This is an optimization exercise on Yosys and OpenROAD, whose aim is small area, not a production implementation. Function was checked by simulation only, so behaviour that the tests miss may differ from the original. Power figures rest on the tool's default switching activity, not on a simulated workload.

== oak ==
Design systolic_array, start of the top module:
module systolic_array #(
    parameter SIZE = 4,               
    parameter DATA_WIDTH = 8,
    parameter ACC_WIDTH = 32
)(
    input wire clk,
    input wire rst_n,
    input wire enable,
    input wire acc_clear,
    input wire signed [DATA_WIDTH-1:0] a_in_0,
    input wire signed [DATA_WIDTH-1:0] a_in_1,
    input wire signed [DATA_WIDTH-1:0] a_in_2,
    input wire signed [DATA_WIDTH-1:0] a_in_3,
    input wire signed [DATA_WIDTH-1:0] w_in_0,
    input wire signed [DATA_WIDTH-1:0] w_in_1,
    input wire signed [DATA_WIDTH-1:0] w_in_2,
    input wire signed [DATA_WIDTH-1:0] w_in_3,
    output wire signed [ACC_WIDTH-1:0] acc_out_00, acc_out_01, acc_out_02, acc_out_03,
    output wire signed [ACC_WIDTH-1:0] acc_out_10, acc_out_11, acc_out_12, acc_out_13,
    output wire signed [ACC_WIDTH-1:0] acc_out_20, acc_out_21, acc_out_22, acc_out_23,
    output wire signed [ACC_WIDTH-1:0] acc_out_30, acc_out_31, acc_out_32, acc_out_33
);
clock: 12.0 ns
lec_check: 0
abc_area: 1
cap_margin: 20
core_margin: 2
core_utilization: 60
cts_buf_list: sky130_fd_sc_hd__clkbuf_4
slew_margin: 20
synth_hierarchical: 1
synth_minimum_keep_size: 0
run.sh (not shown) runs the stock make flow with config.mk's settings and CLKGATE_MAP_FILE= SYNTH_SCRIPT=/design/flow/synth_recipe.tcl, a recipe that flattens the netlist after the stock synthesis.
--- input diff oak..pine ---
Settings: CTS_BUF_LIST no longer set, was sky130_fd_sc_hd__clkbuf_4; CORE_UTILIZATION now 40, was 60.
==> flow/flow/run.sh (new file) <==
#!/bin/bash
# Own layout flow: the standard layout, with the port buffers that global
# placement inserts on every input and output made of the smallest buffer cell.
set -euo pipefail
bash standard.sh finish \
  "BUFFER_PORTS_ARGS=-buffer_cell sky130_fd_sc_hd__buf_1" \
  > standard.log 2>&1
==> flow/standard.sh (new file) <==
#!/bin/bash
# synth_recipe.tcl (not shown) runs the flow's synth.tcl, then flattens the netlist and writes it again
# the make line also repeats each setting of config.mk as NAME=value (left out here)
make -C /OpenROAD-flow-scripts/flow DESIGN_CONFIG=/design/flow/config.mk WORK_HOME=/design/flow/orfs CLKGATE_MAP_FILE= SYNTH_SCRIPT=/design/flow/synth_recipe.tcl "${@:-finish}"
removed: flow/run.sh
==> comparison <==
Going from oak to pine, worst-path maximum fanout went down by 16, total wire length after detailed routing increased by about 9% relative to the old numbers, clock power share picked up an extra 4.4 points.
oak was larger in final cell area than pine.
Relative to oak, the combinational share of power of pine is lower by 4.4 points.
Last weighted congestion value of the routability-driven placer shrinks by a few percent when moving from oak to pine.
Comparing pine and oak, the higher multi-input gate share of the layout cell area is on pine.
diff inputs: pine => birch
==> flow/run.sh (new file) <==
#!/bin/bash
# synth_recipe.tcl (not shown) runs the flow's synth.tcl, then flattens the netlist and writes it again
# the make line also repeats each setting of config.mk as NAME=value (left out here)
make -C /OpenROAD-flow-scripts/flow DESIGN_CONFIG=/design/flow/config.mk WORK_HOME=/design/flow/orfs CLKGATE_MAP_FILE= SYNTH_SCRIPT=/design/flow/synth_recipe.tcl finish
removed: flow/flow/run.sh
removed: flow/standard.sh
Findings:
- birch: setup slack lower than pine
- Comparing core utilization for birch and pine, the bigger number came from birch.
- Changes observed in birch relative to pine: worst hold slack -0.0041 ns, wire length on met2 went up by 0.76%, ratio of total power to cell area now sits lower.


## JK
systolic_array, a different RTL version from the one above (not shown whole).
Size in the first run: roughly 770 flip-flops, ~580 I/O pins, ~57000 um^2 of cells after synthesis.
==> flow/design.v (excerpt) <==
module systolic_array #(
    parameter SIZE = 4,               
    parameter DATA_WIDTH = 8,
    parameter ACC_WIDTH = 32
)(
    input wire clk,
    input wire rst_n,
    input wire enable,
    input wire acc_clear,
    input wire signed [DATA_WIDTH-1:0] a_in_0,
    input wire signed [DATA_WIDTH-1:0] a_in_1,
    input wire signed [DATA_WIDTH-1:0] a_in_2,
    input wire signed [DATA_WIDTH-1:0] a_in_3,
    input wire signed [DATA_WIDTH-1:0] w_in_0,
    input wire signed [DATA_WIDTH-1:0] w_in_1,
    input wire signed [DATA_WIDTH-1:0] w_in_2,
    input wire signed [DATA_WIDTH-1:0] w_in_3,
    output wire signed [ACC_WIDTH-1:0] acc_out_00, acc_out_01, acc_out_02, acc_out_03,
    output wire signed [ACC_WIDTH-1:0] acc_out_10, acc_out_11, acc_out_12, acc_out_13,
    output wire signed [ACC_WIDTH-1:0] acc_out_20, acc_out_21, acc_out_22, acc_out_23,
    output wire signed [ACC_WIDTH-1:0] acc_out_30, acc_out_31, acc_out_32, acc_out_33
);
  ...
==> flow/config.mk <==
export PLATFORM = sky130hd
export DESIGN_NAME = systolic_array
export DESIGN_NICKNAME = systolic_array
export VERILOG_FILES = /design/flow/design.v
export SDC_FILE = /design/flow/constraint.sdc
export NUM_CORES = 8
export LEC_CHECK = 0
export ABC_AREA = 1
export CAP_MARGIN = 20
export CORE_MARGIN = 2
export CORE_UTILIZATION = 60
export SLEW_MARGIN = 20
export SYNTH_HIERARCHICAL = 1
export SYNTH_MINIMUM_KEEP_SIZE = 0
==> flow/constraint.sdc <==
create_clock -name core_clock -period 12.0 [get_ports {clk}]
set_input_delay 2.4000 -clock core_clock [delete_from_list [all_inputs] [get_ports {clk}]]
set_output_delay 2.4000 -clock core_clock [all_outputs]
set_load 0.01 [all_outputs]
standard.sh (not shown) runs the stock make flow with config.mk's settings and CLKGATE_MAP_FILE= SYNTH_SCRIPT=/design/flow/synth_recipe.tcl, a recipe that flattens the netlist after the stock synthesis.
==> flow/flow/run.sh <==
#!/bin/bash
# Own layout flow: the standard layout (standard.sh) with three changes:
# - synthesis is the standard flow's (synth_recipe.tcl), but ABC maps with flow/abc_area.script;
# - the port buffers that global placement inserts on every input and output
#   are the smallest buffer cell (buf_1);
# - clock tree synthesis uses clkbuf_16 with up to 24 flip-flops per leaf
#   buffer and inserts no dummy loads.
# make's output goes to standard.log; ORFS keeps each step's log under orfs/logs.
set -euo pipefail
export OWN_WORK=$PWD
export OWN_ABC_SCRIPT=$PWD/flow/abc_area.script
bash standard.sh finish \
  "SYNTH_SCRIPT=$PWD/flow/synth.tcl" \
  "BUFFER_PORTS_ARGS=-buffer_cell sky130_fd_sc_hd__buf_1" \
  "CTS_ARGS=-sink_clustering_enable -repair_clock_nets -dont_use_dummy_load -buf_list sky130_fd_sc_hd__clkbuf_16 -sink_buffer_max_cap_derate 1.0 -sink_clustering_size 24 -sink_clustering_max_diameter 100" \
  > standard.log 2>&1
==> flow/flow/abc_area.script <==
strash
dch
amap
topo
==> flow/flow/synth.tcl <==
# The standard flow's synthesis (synth_recipe.tcl in the work folder), with ABC's
# technology mapping script replaced by flow/abc_area.script (area mapping
# without ABC's own buffering and sizing; the layout's repair steps size and
# buffer the netlist afterwards).
proc abc {args} {
  set i [lsearch -exact $args -script]
  if {$i >= 0} {
    set args [lreplace $args $i [expr {$i + 1}] -script $::env(OWN_ABC_SCRIPT)]
  }
  yosys abc {*}$args
}
source $::env(OWN_WORK)/synth_recipe.tcl
JK reached the final stage; the timing, DRC and antenna checks on its layout passed.
diff inputs: JK => MS
-- flow/flow/run.sh --
<<< JK, line 1
#!/bin/bash
# Own layout flow: the standard layout (standard.sh) with three changes:
# - synthesis is the standard flow's (synth_recipe.tcl), but ABC maps with flow/abc_area.script;
# - the port buffers that global placement inserts on every input and output
>>> MS, line 1
#!/bin/bash
# Own layout flow: the standard layout (standard.sh) with these changes:
# - synthesis is the standard flow's (synth_recipe.tcl), but ABC maps with flow/abc_area.script;
# - floorplan does not run repair_timing on the unplaced netlist (wire-load
#   timing of the unbuffered high-fanout nets made it upsize gates needlessly);
# - the port buffers that global placement inserts on every input and output
<<< JK, line 13
  "SYNTH_SCRIPT=$PWD/flow/synth.tcl" \
  "BUFFER_PORTS_ARGS=-buffer_cell sky130_fd_sc_hd__buf_1" \
>>> MS, line 15
  "SYNTH_SCRIPT=$PWD/flow/synth.tcl" \
  REMOVE_ABC_BUFFERS=1 \
  "BUFFER_PORTS_ARGS=-buffer_cell sky130_fd_sc_hd__buf_1" \
--- outcome ---
- Diff JK -> MS: worst slack on hold paths has decreased, worst vdd rail ir drop has increased.
- Mean routed wirelength per cell: JK vs MS — no meaningful difference
- Clock slew at the register clock pins of the worst setup and hold paths: MS vs JK — no meaningful difference
- The setup slack of the worst register-to-register path number comes out lower for MS vs JK.
Input changes introduced in AL (baseline for comparison: MS):
-- flow/flow/run.sh --
<<< MS, line 1
#!/bin/bash
# Own layout flow: the standard layout (standard.sh) with these changes:
# - synthesis is the standard flow's (synth_recipe.tcl), but ABC maps with flow/abc_area.script;
>>> AL, line 1
#!/bin/bash
# Own layout flow: the standard layout (standard.sh) with three changes:
# - synthesis is the standard flow's (synth_recipe.tcl), but ABC maps with flow/abc_area.script;
From AL to MS, routed via count did not move at all.
Diff MS..AL | worst hold slack | negligible
Diff AL..MS | die area | unchanged
Met1 wire length: AL vs MS identical
Per the comparison of AL with MS, number of buffers added for setup after CTS held; H-tree level count held; share of power burned in the clock network held.


systolic_array, a different RTL version from the one above (not shown whole).
Size: roughly 770 flip-flops, ~580 I/O pins, roughly 56,000 um2 of cells after synthesis.
export LEC_CHECK = 0
export ABC_AREA = 1
export CAP_MARGIN = 20
export CORE_MARGIN = 2
export CORE_UTILIZATION = 70
export SLEW_MARGIN = 20
export SYNTH_HIERARCHICAL = 1
export SYNTH_MINIMUM_KEEP_SIZE = 0
create_clock -name core_clock -period 12.0 [get_ports {clk}]
==> flow/flow/run.sh <==
#!/bin/bash
# Own layout flow: the standard layout (standard.sh) with these changes:
# - synthesis is the standard flow's (synth_recipe.tcl), but ABC maps with flow/abc_area.script;
# - floorplan does not run repair_timing on the unplaced netlist (wire-load
#   timing of the unbuffered high-fanout nets made it upsize gates needlessly);
# - the port buffers that global placement inserts on every input and output
#   are the smallest buffer cell (buf_1);
# - clock tree synthesis uses clkbuf_16 with up to 24 flip-flops per leaf
#   buffer and inserts no dummy loads.
# make's output goes to standard.log; ORFS keeps each step's log under orfs/logs.
set -euo pipefail
export OWN_WORK=$PWD
export OWN_ABC_SCRIPT=$PWD/flow/abc_area.script
bash standard.sh finish \
  "SYNTH_SCRIPT=$PWD/flow/synth.tcl" \
  REMOVE_ABC_BUFFERS=1 \
  "BUFFER_PORTS_ARGS=-buffer_cell sky130_fd_sc_hd__buf_1" \
  "CTS_ARGS=-sink_clustering_enable -repair_clock_nets -dont_use_dummy_load -buf_list sky130_fd_sc_hd__clkbuf_16 -sink_buffer_max_cap_derate 1.0 -sink_clustering_size 24 -sink_clustering_max_diameter 100" \
  > standard.log 2>&1
Scripts as last shown in full above: flow/flow/abc_area.script, flow/flow/synth.tcl
Then changed:
--- a/flow/flow/run.sh
+++ b/flow/flow/run.sh
@@ -6,5 +6,5 @@
 # - the port buffers that global placement inserts on every input and output
 #   are the smallest buffer cell (buf_1);
-# - clock tree synthesis uses clkbuf_16 with up to 24 flip-flops per leaf
+# - clock tree synthesis uses clkbuf_16 with up to 28 flip-flops per leaf
 #   buffer and inserts no dummy loads.
 # make's output goes to standard.log; ORFS keeps each step's log under orfs/logs.
@@ -16,4 +16,4 @@
   REMOVE_ABC_BUFFERS=1 \
   "BUFFER_PORTS_ARGS=-buffer_cell sky130_fd_sc_hd__buf_1" \
-  "CTS_ARGS=-sink_clustering_enable -repair_clock_nets -dont_use_dummy_load -buf_list sky130_fd_sc_hd__clkbuf_16 -sink_buffer_max_cap_derate 1.0 -sink_clustering_size 24 -sink_clustering_max_diameter 100" \
+  "CTS_ARGS=-sink_clustering_enable -repair_clock_nets -dont_use_dummy_load -buf_list sky130_fd_sc_hd__clkbuf_16 -sink_buffer_max_cap_derate 1.0 -sink_clustering_size 28 -sink_clustering_max_diameter 100" \
   > standard.log 2>&1
Effect: Clock power decreases by a few percent. Routed wire length is about the same. Cell area barely changes. Hold slack loses 0.019 ns. Worst setup slack loses 0.0050 ns. Die area does not change. Flip-flop and latch count does not change. Synthesized cell count stays the same. Via count decreases slightly.

[port drivers added, routing unchanged]
The results above use ideal ports. As a check the final layouts listed here were re-extracted and re-timed, cells and wires unchanged.
Step 1 (the two cells are an assumption about what drives the block):
set clk [get_ports {clk}]
set_driving_cell -lib_cell sky130_fd_sc_hd__clkbuf_16 $clk
set_driving_cell -lib_cell sky130_fd_sc_hd__buf_2 [delete_from_list [all_inputs] $clk]
Step 2 adds t to the input delays and takes it off the output delays; t is the mean of the earliest and latest rising clock arrival at the registers after step 1. Input paths then give back, and output paths get back, about the clock's delay inside the block.
Slacks: ideal / step 1 / step 2; pairs: ideal / step 1.
run | t, ns | setup WS [ns] | worst register clock-pin slew, ns
oak | 1.197 | 1.628 / 1.632 / 0.435 | 0.08 / 0.08
pine | 0.785 | 1.270 / 1.242 / 0.457 | 0.07 / 0.07
birch | 0.762 | 1.234 / 1.225 / 0.463 | 0.07 / 0.07
JK | 0.688 | 1.043 / 1.084 / 0.397 | 0.10 / 0.10
MS | 0.706 | 0.779 / 0.826 / 0.120 | 0.11 / 0.11
AL | 0.706 | 0.779 / 0.826 / 0.120 | 0.11 / 0.11
the first run of note 3 | 0.668 | 0.527 / 0.573 / -0.096 | 0.10 / 0.10
the second run of note 3 | 0.659 | 0.522 / 0.567 / -0.092 | 0.12 / 0.12
With both steps, setup timing fails in the first run of note 3 and the second run of note 3, where it was met with ideal ports. For oak, which loses most, drivers alone change the setup slack by +0.004 ns; drivers and shift together by -1.193 ns.
